This design comes from an exercise in tuning for small area on the open sky130 flow, not from production work.
RTL that was checked went through simulation tests only; none was proved equivalent to the original.

Setup of old:
==> flow/design.v <==
module regfile(
    input  wire        clk,
    input  wire        rst,
    input  wire        wr,
    input  wire [1:0]  addr1,
    input  wire [1:0]  addr2,
    input  wire [1:0]  addr3,
    input  wire [31:0] data3,
    output wire [31:0] data1,
    output wire [31:0] data2
);
    localparam [31:0] C0 = 32'h12345678;
    localparam [31:0] C1 = 32'h9ABCDEF0;
    localparam [31:0] C2 = 32'hFFFFFFFF;
    localparam [31:0] C3 = 32'h00000001;
    reg [31:0] register [0:3];
    wire [31:0] keep = {32{~rst}};
    wire [31:0] load = {32{rst}};
    always @(posedge clk) begin
        register[0] <= (register[0] & keep) | (C0 & load);
        register[1] <= (register[1] & keep) | (C1 & load);
        register[2] <= (register[2] & keep) | (C2 & load);
        register[3] <= (register[3] & keep) | (C3 & load);
        if (wr)
            register[addr3] <= data3;
    end
    wire [3:0] s1 = 4'b0001 << addr1;
    wire [3:0] s2 = 4'b0001 << addr2;
    wire [31:0] r0 = register[0];
    wire [31:0] r1 = register[1];
    wire [31:0] r2 = register[2];
    wire [31:0] r3 = register[3];
    assign data1 = ({32{s1[0]}} & r0) | ({32{s1[1]}} & r1) |
                   ({32{s1[2]}} & r2) | ({32{s1[3]}} & r3);
    assign data2 = ({32{s2[0]}} & r0) | ({32{s2[1]}} & r1) |
                   ({32{s2[2]}} & r2) | ({32{s2[3]}} & r3);
endmodule
module ALU(
    input  wire [31:0] A,
    input  wire [31:0] B,
    input  wire [2:0]  ALUControl,
    output wire [31:0] Result,
    output wire        Zero
);
    wire op_add = (ALUControl == 3'b000);
    wire op_sub = (ALUControl == 3'b001);
    wire op_and = (ALUControl == 3'b010);
    wire op_xor = (ALUControl == 3'b011);
    wire op_slt = (ALUControl == 3'b101);
    wire inv    = op_sub | op_slt;       
    wire arith  = op_add | op_sub;
    wire en_s   = arith | op_xor;        
    wire [31:0] p  = A ^ B ^ {32{inv}};
    wire [31:0] g  = A & ~p & {32{~op_xor}};
    wire [7:0] bg, bp;
    assign bg[0] = (g[3]) |
                   (p[3] & g[2]) |
                   (p[3] & p[2] & g[1]) |
                   (p[3] & p[2] & p[1] & g[0]);
    assign bp[0] = &p[3:0];
    assign bg[1] = (g[7]) |
                   (p[7] & g[6]) |
                   (p[7] & p[6] & g[5]) |
                   (p[7] & p[6] & p[5] & g[4]);
    assign bp[1] = &p[7:4];
    assign bg[2] = (g[11]) |
                   (p[11] & g[10]) |
                   (p[11] & p[10] & g[9]) |
                   (p[11] & p[10] & p[9] & g[8]);
    assign bp[2] = &p[11:8];
    assign bg[3] = (g[15]) |
                   (p[15] & g[14]) |
                   (p[15] & p[14] & g[13]) |
                   (p[15] & p[14] & p[13] & g[12]);
    assign bp[3] = &p[15:12];
    assign bg[4] = (g[19]) |
                   (p[19] & g[18]) |
                   (p[19] & p[18] & g[17]) |
                   (p[19] & p[18] & p[17] & g[16]);
    assign bp[4] = &p[19:16];
    assign bg[5] = (g[23]) |
                   (p[23] & g[22]) |
                   (p[23] & p[22] & g[21]) |
                   (p[23] & p[22] & p[21] & g[20]);
    assign bp[5] = &p[23:20];
    assign bg[6] = (g[27]) |
                   (p[27] & g[26]) |
                   (p[27] & p[26] & g[25]) |
                   (p[27] & p[26] & p[25] & g[24]);
    assign bp[6] = &p[27:24];
    assign bg[7] = (g[31]) |
                   (p[31] & g[30]) |
                   (p[31] & p[30] & g[29]) |
                   (p[31] & p[30] & p[29] & g[28]);
    assign bp[7] = &p[31:28];
    wire cb0 = bg[0] | (bp[0] & inv);
    wire pg1 = bg[1] | (bp[1] & cb0);
    wire pg2 = bg[3] | (bp[3] & bg[2]);
    wire pp2 = bp[3] & bp[2];
    wire pg3 = bg[5] | (bp[5] & bg[4]);
    wire pp3 = bp[5] & bp[4];
    wire pg4 = bg[7] | (bp[7] & bg[6]);
    wire pp4 = bp[7] & bp[6];
    wire pg5 = bg[2] | (bp[2] & pg1);
    wire pg6 = pg2 | (pp2 & pg1);
    wire pg7 = bg[6] | (bp[6] & pg3);
    wire pp7 = bp[6] & pp3;
    wire pg8 = pg4 | (pp4 & pg3);
    wire pp8 = pp4 & pp3;
    wire pg9 = bg[4] | (bp[4] & pg6);
    wire pg10 = pg3 | (pp3 & pg6);
    wire pg11 = pg7 | (pp7 & pg6);
    wire pg12 = pg8 | (pp8 & pg6);
    wire [32:0] c;
    assign c[0] = inv;
    assign c[1] = g[0] | (p[0] & c[0]);
    assign c[2] = g[1] | (p[1] & c[1]);
    assign c[3] = g[2] | (p[2] & c[2]);
    assign c[4] = cb0;
    assign c[5] = g[4] | (p[4] & c[4]);
    assign c[6] = g[5] | (p[5] & c[5]);
    assign c[7] = g[6] | (p[6] & c[6]);
    assign c[8] = pg1;
    assign c[9] = g[8] | (p[8] & c[8]);
    assign c[10] = g[9] | (p[9] & c[9]);
    assign c[11] = g[10] | (p[10] & c[10]);
    assign c[12] = pg5;
    assign c[13] = g[12] | (p[12] & c[12]);
    assign c[14] = g[13] | (p[13] & c[13]);
    assign c[15] = g[14] | (p[14] & c[14]);
    assign c[16] = pg6;
    assign c[17] = g[16] | (p[16] & c[16]);
    assign c[18] = g[17] | (p[17] & c[17]);
    assign c[19] = g[18] | (p[18] & c[18]);
    assign c[20] = pg9;
    assign c[21] = g[20] | (p[20] & c[20]);
    assign c[22] = g[21] | (p[21] & c[21]);
    assign c[23] = g[22] | (p[22] & c[22]);
    assign c[24] = pg10;
    assign c[25] = g[24] | (p[24] & c[24]);
    assign c[26] = g[25] | (p[25] & c[25]);
    assign c[27] = g[26] | (p[26] & c[26]);
    assign c[28] = pg11;
    assign c[29] = g[28] | (p[28] & c[28]);
    assign c[30] = g[29] | (p[29] & c[29]);
    assign c[31] = g[30] | (p[30] & c[30]);
    assign c[32] = pg12;
    wire [31:0] sum = p ^ c[31:0];
    wire less = ~c[32];                  
    assign Result = ({32{en_s}} & sum) | ({32{op_and}} & g) |
                    {31'b0, op_slt & less};
    assign Zero = ~|Result;
endmodule
module Datapath(
    input  wire           clk,
    input  wire           rst,
    input  wire           wr,
    input  wire [2:0]     ALUControl,
    input  wire [1:0]     addr1,
    input  wire [1:0]     addr2,
    input  wire [1:0]     addr3,
    output wire           Zero,
    output wire [31:0]    Result
);
    wire [31:0] data1;
    wire [31:0] data2;
    regfile rf (
        .clk(clk), .rst(rst), .wr(wr),
        .addr1(addr1), .addr2(addr2), .addr3(addr3),
        .data3(Result), .data1(data1), .data2(data2)
    );
    ALU alu_unit (
        .A(data1), .B(data2), .ALUControl(ALUControl),
        .Result(Result), .Zero(Zero)
    );
endmodule
export LEC_CHECK = 0
export ABC_AREA = 1
export CAP_MARGIN = 20
export CORE_MARGIN = 2
export CORE_UTILIZATION = 40
export SLEW_MARGIN = 20
create_clock -name core_clock -period 8.5 [get_ports {clk}]
standard.sh (not shown) runs the stock make flow with config.mk's settings and CLKGATE_MAP_FILE= SYNTH_SCRIPT=/design/flow/synth_recipe.tcl, a recipe that flattens the netlist after the stock synthesis.
==> flow/flow/run.sh <==
#!/bin/bash
# Own flow: the standard synthesis, then its combinational logic re-mapped
# by ABC with an area-oriented script (flip-flops untouched), then the
# standard layout steps from floorplan to finish.
set -euo pipefail
W=$PWD
R=$W/orfs/results/$FLOW_PLATFORM/Datapath/base
LIB=$FLOW_HOME/platforms/$FLOW_PLATFORM/lib/sky130_fd_sc_hd__tt_025C_1v80.lib

bash standard.sh synth > $W/synth_standard.log 2>&1
cp $R/1_2_yosys.v $W/synth_standard.v

DONTUSE=$(sed -n '/DONT_USE_CELLS +=/,/^#/p' $FLOW_HOME/platforms/$FLOW_PLATFORM/config.mk \
    | grep -o 'sky130_fd_sc_hd__[a-z0-9_]*' | sed 's/^/-dont_use /' | tr '\n' ' ')
sed -e "s#@IN@#$W/synth_standard.v#" -e "s#@OUT@#$W/synth_remap.v#" -e "s#@LIB@#$LIB#g" \
    -e "s#@ABC@#$W/flow/remap.abc#" -e "s#@DONTUSE@#$DONTUSE#" $W/flow/remap.ys > $W/remap_run.ys
yosys -q -l $W/remap.log $W/remap_run.ys > /dev/null 2>&1

cp $W/synth_remap.v $R/1_2_yosys.v
rm -f $R/1_synth.odb
bash standard.sh synth > $W/synth_odb.log 2>&1
bash standard.sh REMOVE_ABC_BUFFERS=1 \
    "BUFFER_PORTS_ARGS=-buffer_cell sky130_fd_sc_hd__buf_1" \
    "CTS_ARGS=-sink_clustering_enable -repair_clock_nets -root_buf sky130_fd_sc_hd__clkbuf_16 -buf_list sky130_fd_sc_hd__clkbuf_4 -dont_use_dummy_load" \
    finish > $W/layout.log 2>&1
==> flow/flow/remap.abc <==
strash
&get -n
&dch -f
&nf -R 1000 -C 32
&put
topo
stime -c
==> flow/flow/remap.ys <==
# Re-map the combinational logic of the standard synthesis netlist with a
# different ABC script; the flip-flops (kept as black boxes) and their
# names are left exactly as the standard synthesis made them.
read_verilog @IN@
read_liberty -overwrite -ignore_miss_func @LIB@
setattr -mod -set blackbox 1 sky130_fd_sc_hd__df* sky130_fd_sc_hd__edf* sky130_fd_sc_hd__sdf* sky130_fd_sc_hd__sedf*
hierarchy -top Datapath
flatten
opt_clean -purge
abc -liberty @LIB@ @DONTUSE@ -script @ABC@
read_liberty -lib -overwrite -ignore_miss_func @LIB@
opt_clean -purge
splitnets
opt_clean -purge
hilomap -singleton -hicell sky130_fd_sc_hd__conb_1 HI -locell sky130_fd_sc_hd__conb_1 LO
insbuf -buf sky130_fd_sc_hd__buf_4 A X
check -assert
stat -liberty @LIB@
select Datapath
write_verilog -noattr -nohex -nodec -selected @OUT@
Input changes introduced in new (baseline for comparison: old):
--- a/flow/design.v
+++ b/flow/design.v
@@ -94,24 +94,14 @@
                    (p[31] & p[30] & p[29] & g[28]);
     assign bp[7] = &p[31:28];
     wire cb0 = bg[0] | (bp[0] & inv);
     wire pg1 = bg[1] | (bp[1] & cb0);
-    wire pg2 = bg[3] | (bp[3] & bg[2]);
-    wire pp2 = bp[3] & bp[2];
-    wire pg3 = bg[5] | (bp[5] & bg[4]);
-    wire pp3 = bp[5] & bp[4];
-    wire pg4 = bg[7] | (bp[7] & bg[6]);
-    wire pp4 = bp[7] & bp[6];
-    wire pg5 = bg[2] | (bp[2] & pg1);
-    wire pg6 = pg2 | (pp2 & pg1);
-    wire pg7 = bg[6] | (bp[6] & pg3);
-    wire pp7 = bp[6] & pp3;
-    wire pg8 = pg4 | (pp4 & pg3);
-    wire pp8 = pp4 & pp3;
-    wire pg9 = bg[4] | (bp[4] & pg6);
-    wire pg10 = pg3 | (pp3 & pg6);
-    wire pg11 = pg7 | (pp7 & pg6);
-    wire pg12 = pg8 | (pp8 & pg6);
+    wire pg2 = bg[2] | (bp[2] & pg1);
+    wire pg3 = bg[3] | (bp[3] & pg2);
+    wire pg4 = bg[4] | (bp[4] & pg3);
+    wire pg5 = bg[5] | (bp[5] & pg4);
+    wire pg6 = bg[6] | (bp[6] & pg5);
+    wire pg7 = bg[7] | (bp[7] & pg6);
     wire [32:0] c;
     assign c[0] = inv;
     assign c[1] = g[0] | (p[0] & c[0]);
     assign c[2] = g[1] | (p[1] & c[1]);
@@ -123,29 +113,29 @@
     assign c[8] = pg1;
     assign c[9] = g[8] | (p[8] & c[8]);
     assign c[10] = g[9] | (p[9] & c[9]);
     assign c[11] = g[10] | (p[10] & c[10]);
-    assign c[12] = pg5;
+    assign c[12] = pg2;
     assign c[13] = g[12] | (p[12] & c[12]);
     assign c[14] = g[13] | (p[13] & c[13]);
     assign c[15] = g[14] | (p[14] & c[14]);
-    assign c[16] = pg6;
+    assign c[16] = pg3;
     assign c[17] = g[16] | (p[16] & c[16]);
     assign c[18] = g[17] | (p[17] & c[17]);
     assign c[19] = g[18] | (p[18] & c[18]);
-    assign c[20] = pg9;
+    assign c[20] = pg4;
     assign c[21] = g[20] | (p[20] & c[20]);
     assign c[22] = g[21] | (p[21] & c[21]);
     assign c[23] = g[22] | (p[22] & c[22]);
-    assign c[24] = pg10;
+    assign c[24] = pg5;
     assign c[25] = g[24] | (p[24] & c[24]);
     assign c[26] = g[25] | (p[25] & c[25]);
     assign c[27] = g[26] | (p[26] & c[26]);
-    assign c[28] = pg11;
+    assign c[28] = pg6;
     assign c[29] = g[28] | (p[28] & c[28]);
     assign c[30] = g[29] | (p[29] & c[29]);
     assign c[31] = g[30] | (p[30] & c[30]);
-    assign c[32] = pg12;
+    assign c[32] = pg7;
     wire [31:0] sum = p ^ c[31:0];
     wire less = ~c[32];                  
     assign Result = ({32{en_s}} & sum) | ({32{op_and}} & g) |
                     {31'b0, op_slt & less};
[summary]
Although it ran to completion, new produced a layout that fails the final checks because of negative setup slack.
old ended with every stage complete and zero timing, DRC or antenna violations.
Between old and new, the flow reports total non-filler cell area in the finished layout increasing by a little under 10%.
Number of cells on the worst reg-to-reg path ends up lower on old.
Looking only at area of combinational cells with multiple inputs, and setting everything else aside, the lower value of old and new goes to old.
met3 demand-to-capacity share in global routing for new: 0.43 points down relative to old
Worst hold margin: new vs old up 6.1 ps
Only the layout flow was run in new; the RTL was not checked for function there.

-- afterwards: timing with drivers on the ports --
No port has a modelled driver above. Below, the same layouts with a new extraction and two added sets of constraints.
Step 1: set_driving_cell puts a clkbuf_16 on clk and a buf_2 on each other input, an assumption about the parent block.
Step 2 times the ports against the registers' clock, not the clock port: input delays grow and output delays shrink by t, the midpoint of the rising clock arrivals with the driver on.
Three values: no drivers, after step 1, after step 2; two values: the first two.
| run | shift t [ns] | setup WS [ns] | hold WS [ns] | worst setup path after step 2 | cell pins on the clock port's net |
|---|---|---|---|---|---|
| old | 0.419 | 0.378 / 0.358 / 0.358 | 0.479 / 0.479 / 0.479 | input to output | 1 |
| new | 0.416 | -0.201 / -0.239 / -0.239 | 0.485 / 0.485 / 0.485 | input to output | 1 |
The setup slack of new, which loses most, moves by -0.038 ns with the drivers and by -0.038 ns with both steps.
